Source: an optimization exercise on an open RTL-to-GDS flow (aim: small area and a short achievable clock period). Production flows keep margins and buffers that such runs may drop. In this exercise RTL edits were held to simulation tests only and were not proved equivalent to the original. Power and IR drop assume default switching activity.

===== flow/run.sh =====
#!/bin/bash
# synth_recipe.tcl (not shown) runs the flow's synth.tcl, then flattens the netlist and writes it again
# the make line also repeats each setting of config.mk as NAME=value (left out here)
make -C /OpenROAD-flow-scripts/flow DESIGN_CONFIG=/design/flow/config.mk WORK_HOME=/design/flow/orfs CLKGATE_MAP_FILE= SYNTH_SCRIPT=/design/flow/synth_recipe.tcl finish

===== flow/config.mk =====
export PLATFORM = sky130hd
export DESIGN_NAME = systolic_array
export DESIGN_NICKNAME = systolic_array
export VERILOG_FILES = /design/flow/design.v
export SDC_FILE = /design/flow/constraint.sdc
export NUM_CORES = 4
export LEC_CHECK = 0
export CAP_MARGIN = 20
export CORE_MARGIN = 2
export CORE_UTILIZATION = 45
export PLACE_DENSITY = 0.6
export SLEW_MARGIN = 20

===== flow/constraint.sdc =====
create_clock -name core_clock -period 7.5 [get_ports {clk}]
set_input_delay 1.5000 -clock core_clock [delete_from_list [all_inputs] [get_ports {clk}]]
set_output_delay 1.5000 -clock core_clock [all_outputs]
set_load 0.01 [all_outputs]

===== flow/design.v =====
module  Zero_detection #(
    parameter   WIDTH_A = 16,                      
    parameter   WIDTH_B = 16,                      
    parameter   WIDTH_T = 2                        
)(
    input   wire   [WIDTH_A-1:0]    A,             
    input   wire   [WIDTH_B-1:0]    B,             
    input   wire   [WIDTH_T-1:0]    Thres,         
    output  wire                    Zero
);
    parameter   EXP_W           = 5;                         
    parameter   exponent_max    = WIDTH_A-2;                 
    parameter   exponent_min    = WIDTH_A-EXP_W-1;           
    wire                                    Zero_exact;
    wire                                    a_chk, b_chk, neg_chk;
    reg     [WIDTH_A-1:0]                   A_zero, A_one;
    reg     [WIDTH_B-1:0]                   B_zero, B_one;
    reg     [exponent_max:exponent_min]     A_exp, B_exp;
    wire                                    Threshold;
    integer                                 i,j,k,m;
    assign  Zero_exact  =   ((A==0) || (B==0))  ? 1 : 0;
            always @(*) begin
                if (Thres != 0) begin
                    A_exp   = A[exponent_max:exponent_min];
                    B_exp   = B[exponent_max:exponent_min];
                    for (m = exponent_min; m <= exponent_max; m = m + 1) begin
                        if (m < exponent_min + Thres) begin
                            A_exp[m]    = 1'b0;
                            B_exp[m]    = 1'b0;
                        end
                    end
                end
                else begin
                    A_exp   = {(exponent_max-exponent_min+1){1'b1}};
                    B_exp   = {(exponent_max-exponent_min+1){1'b1}};
                end
            end
            assign  a_chk   = (A_exp == {(exponent_max-exponent_min+1){1'b0}});
            assign  b_chk   = (B_exp == {(exponent_max-exponent_min+1){1'b0}});
            assign  neg_chk = a_chk & b_chk;
        assign Zero = Zero_exact | neg_chk;
endmodule
module Adder_ideal #(
	parameter 	WIDTH_A = 16,
	parameter 	WIDTH_B = 16
)(
	input	wire	[WIDTH_A-1:0]					A,
	input	wire	[WIDTH_B-1:0]					B,
	input	wire									Carry,
	output	wire	[((WIDTH_A) > (WIDTH_B) ? (WIDTH_A) : (WIDTH_B))-1:0]	OUT
);
	parameter BITS = ((WIDTH_A) > (WIDTH_B) ? (WIDTH_A) : (WIDTH_B));
	wire	signed	[BITS-1:0]			a;
	wire	signed	[BITS-1:0]			b;
	wire	signed						carry;
	wire	signed	[BITS-1:0]			sum;
	assign	a = {{{BITS-WIDTH_A}{A[WIDTH_A-1]}}, A};	
	assign	b = {{{BITS-WIDTH_B}{B[WIDTH_B-1]}}, B};	
	assign	carry = Carry;
	assign 	sum = a + b + carry;
	assign	OUT = sum;
endmodule
module Adder_generic #(
    parameter   WIDTH_A         = 16,
    parameter   WIDTH_B         = 16,
    parameter   WIDTH_OUT       = 16,
    parameter   AA_APPROX       = 1,
    parameter   A_APPROX        = 1,
    parameter   ADD_TYPE        = 0,
    parameter   SIGNED          = 0
)(
    input   wire    [WIDTH_A-1:0]   A,
    input   wire    [WIDTH_B-1:0]   B,
    input   wire                    Carry,
    output  wire    [WIDTH_OUT-1:0] OUT
);
    generate
        if(ADD_TYPE == 0) begin
            Adder_ideal #(
                .WIDTH_A(WIDTH_A),
                .WIDTH_B(WIDTH_B)
            ) a0 (
                .A(A),
                .B(B),
                .Carry(Carry),
                .OUT(OUT)
            );
        end
    endgenerate
endmodule
module Multiplier_ideal #(
	parameter	SIGNED = 0,
	parameter	WIDTH_A = 16,
	parameter	WIDTH_B = 16,
	parameter	WIDTH_MUL = WIDTH_A + WIDTH_B,
	parameter	STAGE = 0
)(
	input	wire					clk,
	input	wire					rst_n,
	input	wire					pip_en,
	input	wire	[WIDTH_A-1:0]	A,
	input	wire	[WIDTH_B-1:0]	B,
	output	wire	[WIDTH_MUL-1:0]	OUT
);
	wire	signed	[WIDTH_A-1:0]			A_sign;
	wire	signed	[WIDTH_B-1:0]			B_sign;
	reg				[WIDTH_MUL-1:0]			Buffer [0:STAGE];
	reg		signed	[WIDTH_MUL-1:0]			OUT_sign;
	always @(*) begin
		if(SIGNED)
			Buffer[0] = $signed(A) * $signed(B);
		else 
			Buffer[0] = A * B;
	end
	genvar i;
	generate
		for(i=1; i<STAGE+1; i=i+1) begin
			always @(posedge clk or negedge rst_n) begin
				if(!rst_n) begin
					Buffer[i] <= '0;
				end
				else if(pip_en) begin
					Buffer[i] <= Buffer[i-1];
				end
			end
		end
	endgenerate
	assign OUT = Buffer[STAGE];
endmodule
module Multiplier_generic #(
    parameter   WIDTH_A     = 16,
    parameter   WIDTH_B     = 16,
    parameter   MM_APPROX   = 1,
    parameter   M_APPROX    = 1,
    parameter   MUL_TYPE    = 0,
    parameter   WIDTH_MUL   = WIDTH_A + WIDTH_B,
    parameter   SIGNED      = 0,
    parameter   STAGE       = 0
)(
    input   wire                    clk,
    input   wire                    rst_n,
    input   wire                    pipeline_en,
    input   wire    [WIDTH_A-1:0]   A,
    input   wire    [WIDTH_B-1:0]   B,
    output  wire    [WIDTH_MUL-1:0] OUT
);
    generate
        if(MUL_TYPE == 0) begin
            Multiplier_ideal #(
                .SIGNED(SIGNED),
                .WIDTH_A(WIDTH_A),
                .WIDTH_B(WIDTH_B),
                .WIDTH_MUL(WIDTH_MUL),
                .STAGE(STAGE)
            ) m0 (
                .clk(clk),
                .rst_n(rst_n),
                .pip_en(pipeline_en),
                .A(A),
                .B(B),
                .OUT(OUT)
            );
        end
    endgenerate
endmodule
module processing_element_os #(                          
    parameter   WIDTH_A             = 16,                
    parameter   WIDTH_B             = 16,                
    parameter   WIDTH_MAC           = 48,                
    parameter   WIDTH_T             = 2,                 
    parameter   ZERO_GATING_MULT    = 1,                 
    parameter   ZERO_GATING_ADD     = 1,                 
    parameter   MM_APPROX           = 1,                 
    parameter   M_APPROX            = 1,                 
    parameter   AA_APPROX           = 1,                 
    parameter   A_APPROX            = 1,                 
    parameter   MUL_TYPE            = 0,                 
    parameter   ADD_TYPE            = 0,                 
    parameter   STAGE               = 0,                 
    parameter   ARITHMETIC          = 0,                 
    parameter   SIGNED              = 0,                
    parameter   INTERMEDIATE_PIPELINE_STAGE = 0
)(
    input   wire                    clk,
    input   wire                    rst_n,
    input   wire    [WIDTH_A-1:0]   act,                 
    input   wire    [WIDTH_B-1:0]   wei,                 
    input   wire    [WIDTH_MAC-1:0] MAC_IN,              
    input   wire                    pipeline_en,         
    input   wire                    reg_clear,           
    input   wire                    cell_en,             
    input   wire                    cell_sc_en,          
    input   wire                    c_switch,            
    input   wire                    cscan_en,            
    input   wire    [WIDTH_T-1:0]   Thres,               
    output  wire                    cell_out,            
    output  wire                    c_switch_out,
    output  wire    [WIDTH_A-1:0]   wei_out,             
    output  wire    [WIDTH_B-1:0]   act_out,             
    output  wire    [WIDTH_MAC-1:0] MAC_out             
);
    parameter   ZERO_DETECTION  = ZERO_GATING_ADD | ZERO_GATING_MULT;
    parameter   MUL_W           = (ARITHMETIC==0)   ?   (WIDTH_A+WIDTH_B) : WIDTH_MAC;
    reg     [WIDTH_MAC-1:0]         mac_reg;             
    wire    [WIDTH_MAC-1:0]         mac_out_fma, mac_value, mac_out_adder;          
    wire    [WIDTH_A-1:0]           act_zd;
    wire    [WIDTH_B-1:0]           wei_zd;
    reg     [WIDTH_A-1:0]           act_reg;
    reg     [WIDTH_B-1:0]           wei_reg;
    reg                             cell_reg;
    wire                            pipeline_in;
    wire                            Zero_detected;
    wire    [MUL_W-1:0]             mul_value;
    reg                             mac_is_finish;
    wire                            zero, mac_is_valid;
    reg     [STAGE:0]               pipe_valid, zero_pipe;
    wire                            zero_chk;
    wire                            acc_read_en;
    reg     [WIDTH_MAC-1:0]         mac_buffer;
    integer                         i;
    assign  mac_value       = mac_reg;                           
    assign  pipeline_in     = pipeline_en && cell_en;            
    assign  c_switch_out    = 1'b0;                              
    assign  wei_out         = wei_reg;                           
    assign  act_out         = act_reg;                           
    assign  act_zd          = zero  ? {WIDTH_A{1'b0}} : act;
    assign  wei_zd          = zero  ? {WIDTH_B{1'b0}} : wei;
    assign  mac_is_valid    = pipe_valid[STAGE];                 
    assign  zero            = ZERO_DETECTION    ? Zero_detected : 1'b0;
    assign  acc_read_en     = mac_is_valid && ~zero_chk; 
    assign  zero_chk        = zero_pipe[STAGE];                  
    Zero_detection #(
        .WIDTH_A(WIDTH_A),
        .WIDTH_B(WIDTH_B),
        .WIDTH_T(WIDTH_T)
    ) zd0 (
        .A(act),
        .B(wei),
        .Thres(Thres),
        .Zero(Zero_detected)
    );
    generate
        begin                                                    
            Adder_generic #(
                .WIDTH_A(WIDTH_MAC),
                .WIDTH_B(MUL_W),
                .WIDTH_OUT(WIDTH_MAC),
                .AA_APPROX(AA_APPROX),
                .A_APPROX(A_APPROX),
                .ADD_TYPE(ADD_TYPE),
                .SIGNED(1'b1)
            ) a0 (
                .A(mac_reg),
                .B(mul_value),
                .Carry(0),
                .OUT(mac_out_adder)
            );
            Multiplier_generic #(
                .WIDTH_A(WIDTH_A),
                .WIDTH_B(WIDTH_B),
                .MM_APPROX(MM_APPROX),
                .M_APPROX(M_APPROX),
                .MUL_TYPE(MUL_TYPE),
                .WIDTH_MUL(WIDTH_A+WIDTH_B),
                .SIGNED(1'b1),
                .STAGE(STAGE)
            ) m0 (
                .clk(clk),
                .rst_n(rst_n),
                .pipeline_en(pipeline_in),
                .A(act_reg),
                .B(wei_reg),
                .OUT(mul_value)
            );
        end
    endgenerate
    always @(posedge clk or negedge rst_n) begin
        if(!rst_n) begin
            cell_reg        <= 1'b0;
        end
        else begin
            if(reg_clear)
                cell_reg    <= 1'b0;
            else 
                cell_reg    <= cell_en;
        end
    end
    assign cell_out = cell_reg;
    always @(posedge clk or negedge rst_n) begin
        if(!rst_n) begin
            mac_buffer        <= {WIDTH_MAC{1'b0}};
        end
        else begin
            if(reg_clear) 
                mac_buffer    <= {WIDTH_MAC{1'b0}};
            else if(cscan_en)
                mac_buffer    <= MAC_IN;
            else if(mac_is_valid && ~cscan_en && pipeline_in)                                        
                mac_buffer    <= mac_reg;
        end
    end
    assign  MAC_out = mac_buffer;
    always @(posedge clk or negedge rst_n) begin
        if(!rst_n) begin
            pipe_valid  <= {(STAGE+1){1'b0}};
        end 
        else begin
            if(reg_clear)
                pipe_valid  <= {(STAGE+1){1'b0}};
            else if(pipeline_in)
                pipe_valid  <= {pipe_valid[STAGE-1:0], pipeline_in};     
        end
    end
    always @(posedge clk or negedge rst_n) begin
        if(!rst_n) begin
            zero_pipe  <= {(STAGE+1){1'b0}};
        end
        else begin
            if(reg_clear)
                zero_pipe  <= {(STAGE+1){1'b0}};
            else if(pipeline_in)
                zero_pipe  <= {zero_pipe[STAGE-1:0], Zero_detected};         
        end
    end
    always @(posedge clk or negedge rst_n) begin
        if(!rst_n) begin
            mac_reg         <= {WIDTH_MAC{1'b0}};
            mac_is_finish   <= 1'b0; 
        end
        else begin
            if(reg_clear) begin
                mac_reg         <= {WIDTH_MAC{1'b0}};
                mac_is_finish   <= 1'b0; 
            end
            else if (acc_read_en && pipeline_in) begin
                mac_reg         <= mac_out_adder;     
                mac_is_finish   <= 1'b1;   
            end
        end
    end
    always @(posedge clk or negedge rst_n) begin
        if(!rst_n) begin
            act_reg       <= {WIDTH_A{1'b0}};
            wei_reg       <= {WIDTH_B{1'b0}};
        end
        else begin
            if(reg_clear) begin
                act_reg       <= {WIDTH_A{1'b0}};
                wei_reg       <= {WIDTH_B{1'b0}};
            end
            else if(pipeline_in) begin
                act_reg       <= act;                                    
                wei_reg       <= wei;                                    
            end
        end
    end
endmodule
module systolic_array #(
    parameter   WIDTH_A                     = 16,                
    parameter   WIDTH_B                     = 16,                
    parameter   WIDTH_MAC                   = 48,                
    parameter   WIDTH_T                     = 2,                 
    parameter   ZERO_GATING_MULT            = 1,                 
    parameter   ZERO_GATING_ADD             = 1,                 
    parameter   MM_APPROX                   = 1,                 
    parameter   M_APPROX                    = 1,                 
    parameter   AA_APPROX                   = 1,                 
    parameter   A_APPROX                    = 1,                 
    parameter   MUL_TYPE                    = 0,                 
    parameter   ADD_TYPE                    = 0,                 
    parameter   STAGE                       = 1,                 
    parameter   ARITHMETIC                  = 0,                 
    parameter   SIGNED                      = 0,                
    parameter   INTERMEDIATE_PIPELINE_STAGE = 1,
    parameter   x_axis                      = 3,                 
    parameter   y_axis                      = 3,                 
    parameter   PE_TYPE                     = 0
)(
    input   wire                    clk,
    input   wire                    rst_n,
    input   wire    [WIDTH_A*y_axis-1:0]            act_flat,    
    input   wire    [WIDTH_B*x_axis-1:0]            wei_flat,    
    input   wire                    pipeline_en,                 
    input   wire                    reg_clear,                   
    input   wire                    cell_en,                     
    input   wire                    cscan_en,                    
    input   wire    [WIDTH_T-1:0]   Thres,                       
    output  wire                    cell_out,                    
    output  wire    [WIDTH_MAC*y_axis*x_axis-1:0]   MAC_out_flat     
);
    wire    [WIDTH_A-1:0]       act [0:y_axis-1];
    wire    [WIDTH_B-1:0]       wei [0:x_axis-1];
    wire    [WIDTH_MAC-1:0]     MAC_IN  [0:y_axis-1];
    wire    [WIDTH_MAC-1:0]     MAC_out [0:y_axis-1][0:x_axis-1];
    wire                        cell_sc_en  = 1'b0;          
    wire                        c_switch    = 1'b0;          
    wire                        c_switch_out;
    genvar fx, fy;
    generate
        for(fy = 0; fy < y_axis; fy = fy + 1) begin : g_flat_y
            assign  act[fy]     = act_flat[WIDTH_A*fy +: WIDTH_A];
            assign  MAC_IN[fy]  = {WIDTH_MAC{1'b0}};         
            for(fx = 0; fx < x_axis; fx = fx + 1) begin : g_flat_x
                assign  MAC_out_flat[WIDTH_MAC*(fy*x_axis+fx) +: WIDTH_MAC] = MAC_out[fy][fx];
            end
        end
        for(fx = 0; fx < x_axis; fx = fx + 1) begin : g_flat_w
            assign  wei[fx]     = wei_flat[WIDTH_B*fx +: WIDTH_B];
        end
    endgenerate
    wire    [WIDTH_A-1:0]       act_in[0:y_axis-1][0:x_axis];
    wire    [WIDTH_B-1:0]       wei_in[0:y_axis][0:x_axis-1];    
    wire    [WIDTH_MAC-1:0]     mac_in[0:y_axis][0:x_axis];
    wire    [WIDTH_MAC-1:0]     mac_in_ws[0:y_axis][0:x_axis];
    wire    [WIDTH_MAC-1:0]     mac_in_is[0:y_axis][0:x_axis];
    wire                        cell_en_in[0:y_axis][0:x_axis-1];
    wire                        cell_sc_en_in[0:y_axis][0:x_axis-1];
     wire                       cell_en_in_is[0:y_axis-1][0:x_axis];
    wire                        c_switch_out_wire[0:y_axis-1][0:x_axis-1];
    assign  cell_out        =   cell_en_in[y_axis][x_axis-1];
    assign  c_switch_out    =   c_switch_out_wire[y_axis-1][x_axis-1];   
    genvar x;
    generate
        for(x = 0; x < x_axis; x = x + 1) begin
            assign  wei_in[0][x]            =   wei[x];
            assign  cell_en_in[0][x]        =   cell_en;
            assign  cell_sc_en_in[0][x]     =   cell_sc_en;
            assign  mac_in_ws[0][x]         =   MAC_IN[x];
        end
    endgenerate
    genvar y;
    generate
        for(y = 0; y < y_axis; y = y + 1) begin
            assign  act_in[y][0]            =   act[y];
            assign  mac_in[y][x_axis]       =   MAC_IN[y];
            assign  cell_en_in_is[y][0]     =   cell_sc_en;
            assign  mac_in_is[y][0]         =   MAC_IN[y];
        end
    endgenerate
    genvar ox,oy;
    generate
        for(oy = 0; oy < y_axis; oy = oy + 1) begin
            for(ox = 0; ox < x_axis; ox = ox + 1) begin
                assign  MAC_out[oy][ox] =   (PE_TYPE == 2)    ?   mac_in_ws[oy+1][ox]   :  
                                            (PE_TYPE == 1)    ?   mac_in_is[oy][ox+1]   :
                                            mac_in[oy][ox];
            end
        end
    endgenerate
    genvar i, j;
    generate
        if(PE_TYPE == 0) begin                   
            for(i = 0; i < y_axis; i = i + 1) begin
                for(j = 0; j < x_axis; j = j + 1) begin
                    processing_element_os #(
                        .WIDTH_A(WIDTH_A),
                        .WIDTH_B(WIDTH_B),
                        .WIDTH_MAC(WIDTH_MAC),
                        .WIDTH_T(WIDTH_T),
                        .ZERO_GATING_MULT(ZERO_GATING_MULT),
                        .ZERO_GATING_ADD(ZERO_GATING_ADD),
                        .MM_APPROX(MM_APPROX),
                        .M_APPROX(M_APPROX),
                        .AA_APPROX(AA_APPROX),
                        .A_APPROX(A_APPROX),
                        .MUL_TYPE(MUL_TYPE),
                        .ADD_TYPE(ADD_TYPE),
                        .STAGE(STAGE),
                        .ARITHMETIC(ARITHMETIC),
                        .SIGNED(SIGNED),
                        .INTERMEDIATE_PIPELINE_STAGE(INTERMEDIATE_PIPELINE_STAGE)
                    ) PE_OS (
                        .clk(clk),
                        .rst_n(rst_n),
                        .act(act_in[i][j]),
                        .wei(wei_in[i][j]),
                        .MAC_IN({WIDTH_MAC{1'b0}}),
                        .pipeline_en(pipeline_en),
                        .reg_clear(reg_clear),
                        .cell_en(cell_en_in[i][j]),
                        .cell_sc_en(cell_sc_en_in[i][j]),
                        .c_switch(c_switch),
                        .cscan_en(cscan_en),
                        .Thres(Thres),
                        .cell_out(cell_en_in[i+1][j]),
                        .c_switch_out(c_switch_out_wire[i][j]),
                        .wei_out(wei_in[i+1][j]),
                        .act_out(act_in[i][j+1]),
                        .MAC_out(mac_in[i][j])
                    );
                end
            end
        end
    endgenerate
endmodule

==> run notes <==
## cell usage after synthesis (all sizes together) (15+ instances only)
cell type / number / share of area (%)
a2111oi: 21 / 0.12
a211o: 33 / 0.18
a211oi: 96 / 0.44
a21o: 339 / 1.6
a21oi: 1397 / 4.3
a22o: 182 / 0.97
a31oi: 68 / 0.26
a41oi: 15 / 0.085
and2: 1130 / 4.3
and3: 72 / 0.28
and4: 16 / 0.085
buf: 54 / 0.13
clkbuf: 859 / 2.0
dfrtp: 1467 / 22
fa: 2367 / 29
ha: 1161 / 8.9
inv: 2703 / 6.2
mux2: 15 / 0.10
nand2: 3401 / 7.8
nand2b: 146 / 0.56
nand3: 133 / 0.41
nand4: 59 / 0.22
nor2: 463 / 1.1
nor2b: 67 / 0.26
nor3: 94 / 0.29
nor4: 74 / 0.28
o211ai: 25 / 0.11
o21a: 83 / 0.38
o21ai: 578 / 1.8
o21bai: 104 / 0.48
o31ai: 61 / 0.29
or2: 33 / 0.13
or3: 60 / 0.23
or4: 19 / 0.087
xnor2: 442 / 2.4
xor2: 213 / 1.1
## cell type report
class	count	area, um^2
well taps	4794	6000
flip-flops and latches	1467	36700
clock inverters	90	1370
fillers	34500	181000
inverters	2703	10100
multi-input cells	13200	114000
diodes	12	30.0
repair buffers	873	8110
clock buffers	239	5190
## kinds of logic after synthesis
family,after synthesis,share of synthesized area [%]
flops,1467,22.4
xor+xnor,655,3.50
simple gates,5810,16.2
mux,20,0.133
buf+inv,3616,8.28
fa+ha+maj,3528,37.7
compound gates,3166,11.8
## power by group
group          total, mW  internal [mW]  switching, mW
clock               9.82           5.88           3.94
combinational       1.57          0.510           1.06
sequential          8.19           8.01          0.181
total               19.6           14.4           5.18
## final timing paths
path / end / slack, ns / start
max in group asynchronous: asynchronous set/reset pin / 5.20 / rst_n
min in group asynchronous: asynchronous set/reset pin / 0.55 / rst_n
min: flop / 0.47 / flop
max: flop / 0.41 / genblk6.genblk1[0].genblk1[1].PE_OS.act_reg[5]$_DFFE_PN0P_
max reg2reg: flop / 0.41 / genblk6.genblk1[0].genblk1[1].PE_OS.act_reg[5]$_DFFE_PN0P_
min reg2reg: flop / 0.47 / flop
## metrics by stage
| step | utilization (%) | setup slack [ns] | hold WS [ns] | power, mW |
|---|---|---|---|---|
| final | 50.0 | 0.415 | 0.473 | 19.6 |
| after CTS | 50.0 | 0.270 | 0.482 | 19.8 |
| after detailed placement | 48.2 | 0.292 | 0.469 | 9.90 |
| after global routing | 50.0 | 0.00881 | 0.512 | 20.3 |
| after floorplan | - | 0.731 | 0.443 | 9.15 |
| after global placement | 48.2 | 0.462 | 0.462 | 9.89 |
## worst max-delay path, delay by kind of cell, from the launching register on
family	cells	cell delay, ns
compound gates	9	2.41
flops	1	0.81
fa+ha+maj	7	2.83
buf+inv	3	0.37
xor+xnor	1	0.19
simple gates	2	0.38
## metal layers
layer | part of all wire [%] | global-route usage [%] | vias up
li1 | - | - | 58100
met2 | 48 | 41.1 | 2750
met4 | 3.6 | 7.97 | 6
met1 | 44 | 33.7 | 62400
met5 | 0.0086 | 0 | -
met3 | 4.8 | 2.93 | 655
## what timing repair did
action,in CTS,in global routing
gates resized for setup,0,4
hold endpoints to repair,0,0
endpoints found under the setup margin,0,5
buffers inserted,0,1
==> results.yml <==
global_route:
  overflow: 0
  grt_max_degree: 180
  first_global_vias: 128000
  antenna_found_initial: 18
  grtUsageTotal_pct: 24.7
  grt_pass1_wl_um: 731000
floorplanning:
  rows: 221
  die_y_um: 608
  core_um2: 363000
  start_util_pct: 45.2
  io-pin-count: 537
  die_width_um: 608
  die_area_um2: 370000
placed_design:
  placedInstanceArea_um2: 175000
  routabilityCongestion: 0.916
  portBuffers: 536
  placed_cells: 23000
  place_hpwl_um: 355000
logic_synthesis:
  synth-edff-count: 0
  syn_area_per_cell_um2: 8.99
  synth-seq-area-share_pct: 22.4
  synth_cell_types: 91
  synth_seq_cells: 1467
  synthCells: 18300
  synth-main-ff-cell: "dfrtp_1"
  yosys_warnings: 6
  async_reset_ff_share_pct: 100
  netlist_area_um2: 164000
  syn_nets: 21900
detailed_routing:
  drcViolationCount: 0
  drt_iter0_markers: 7665
  detail_route.wl_per_cell_um: 19.4
  vias_per_cell: 5.31
  wl_um: 452000
  dr.pass1.iters: 6
  routed-via-count: 124000
  ant_nets: 0
flow_run:
  cap_violations: 0
setup_path:
  path_max_fanout: 15
  slowest_stage: "dfrtp_1"
  cp-end-kind: "flop"
  critPathKind: "reg2reg"
  path_common_cell: "fa_1"
  rr_worst_depth: 22
  required_ns: 8.28
  cp-start-kind: "flop"
  arrival_ns: 7.87
  crit_chain: "buf_4, and2_1, fa_1, fa_1, ha_1, fa_1, inv_1, fa_1, fa_1, inv_1, ha_1, a2111oi_1, o31ai_1, o31ai_2, o2111ai_1, a21oi_1, o21ai_1, and4_1, a2111oi_1, a21oi_1, xnor2_1, o21ai_1"
  critPathMaxStageDelay_ns: 0.81
sta:
  min_period_ns: 7.09
  setup_tns_ns: 0
  hold_viol_final: 0
  rsz0062_at_grt: "false"
  maxSlewHeadroom_pct: 23.4
  tightest_slew_ns: 1.15
  fin_crit_sh_pct: 94.5
  fin_skew_ns: 0.0460
  slew_viol_final: 0
  setup_viol: 0
  clock.fmax_ghz: 0.141
cells_and_area:
  mostFrequentLayoutCell: "nand2_1"
  nets: 22000
  drive_above_1_share_pct: 4.16
  design_area_um2: 182000
  syn2layout_area_growth_pct: 10.6
  final_cells: 23400
  final_cell_mix: "nand2_1, inv_1, fa_1"
clock_tree:
  clkTransAtPathRegs_ns: 0.06
  cts_tree: "built"
  clk_latency_ns: 0.92
  htree_levels: 4
  clockBufferDepth: 4
  cts_sinks: 1467
  cts_hold_buf: 0
  clockRootBuffer: "clkbuf_16"
  cts_made_buffers: 184
hold_path:
  hold_path_class: "reg2reg"
  whs_path_depth: 2
run_status:
  status: "finished clean"
power_and_ir_drop:
  vdd_drop_max_mv: 0.161
  p_leak_nw: 91.6
  p_per_area_nw_per_um2: 108

[separate check: timing with driven ports]
How much do the figures lean on ideal ports? The routed layout below was timed once more, with nothing changed but the port constraints.
Step 1: set_driving_cell puts a clkbuf_16 on clk and a buf_2 on each other input, an assumption about the parent block.
Step 2 moves the port delays by t, midway between the first and last clock arrival at a register: inputs arrive t later, outputs are due t later. That takes back most of the time a late clock gives input paths.
Slacks: ideal / step 1 / step 2; pairs: ideal / step 1.
t, ns: 1.000
setup slack, ns: 0.415 / 0.415 / 0.415
worst hold slack (ns): 0.473 / 0.473 / 0.473
worst data-port slew with drivers (ns): 0.17
After both steps this run still meets setup and hold. The setup slack of this run moves by 0.000 ns with the drivers and by 0.000 ns with both steps.
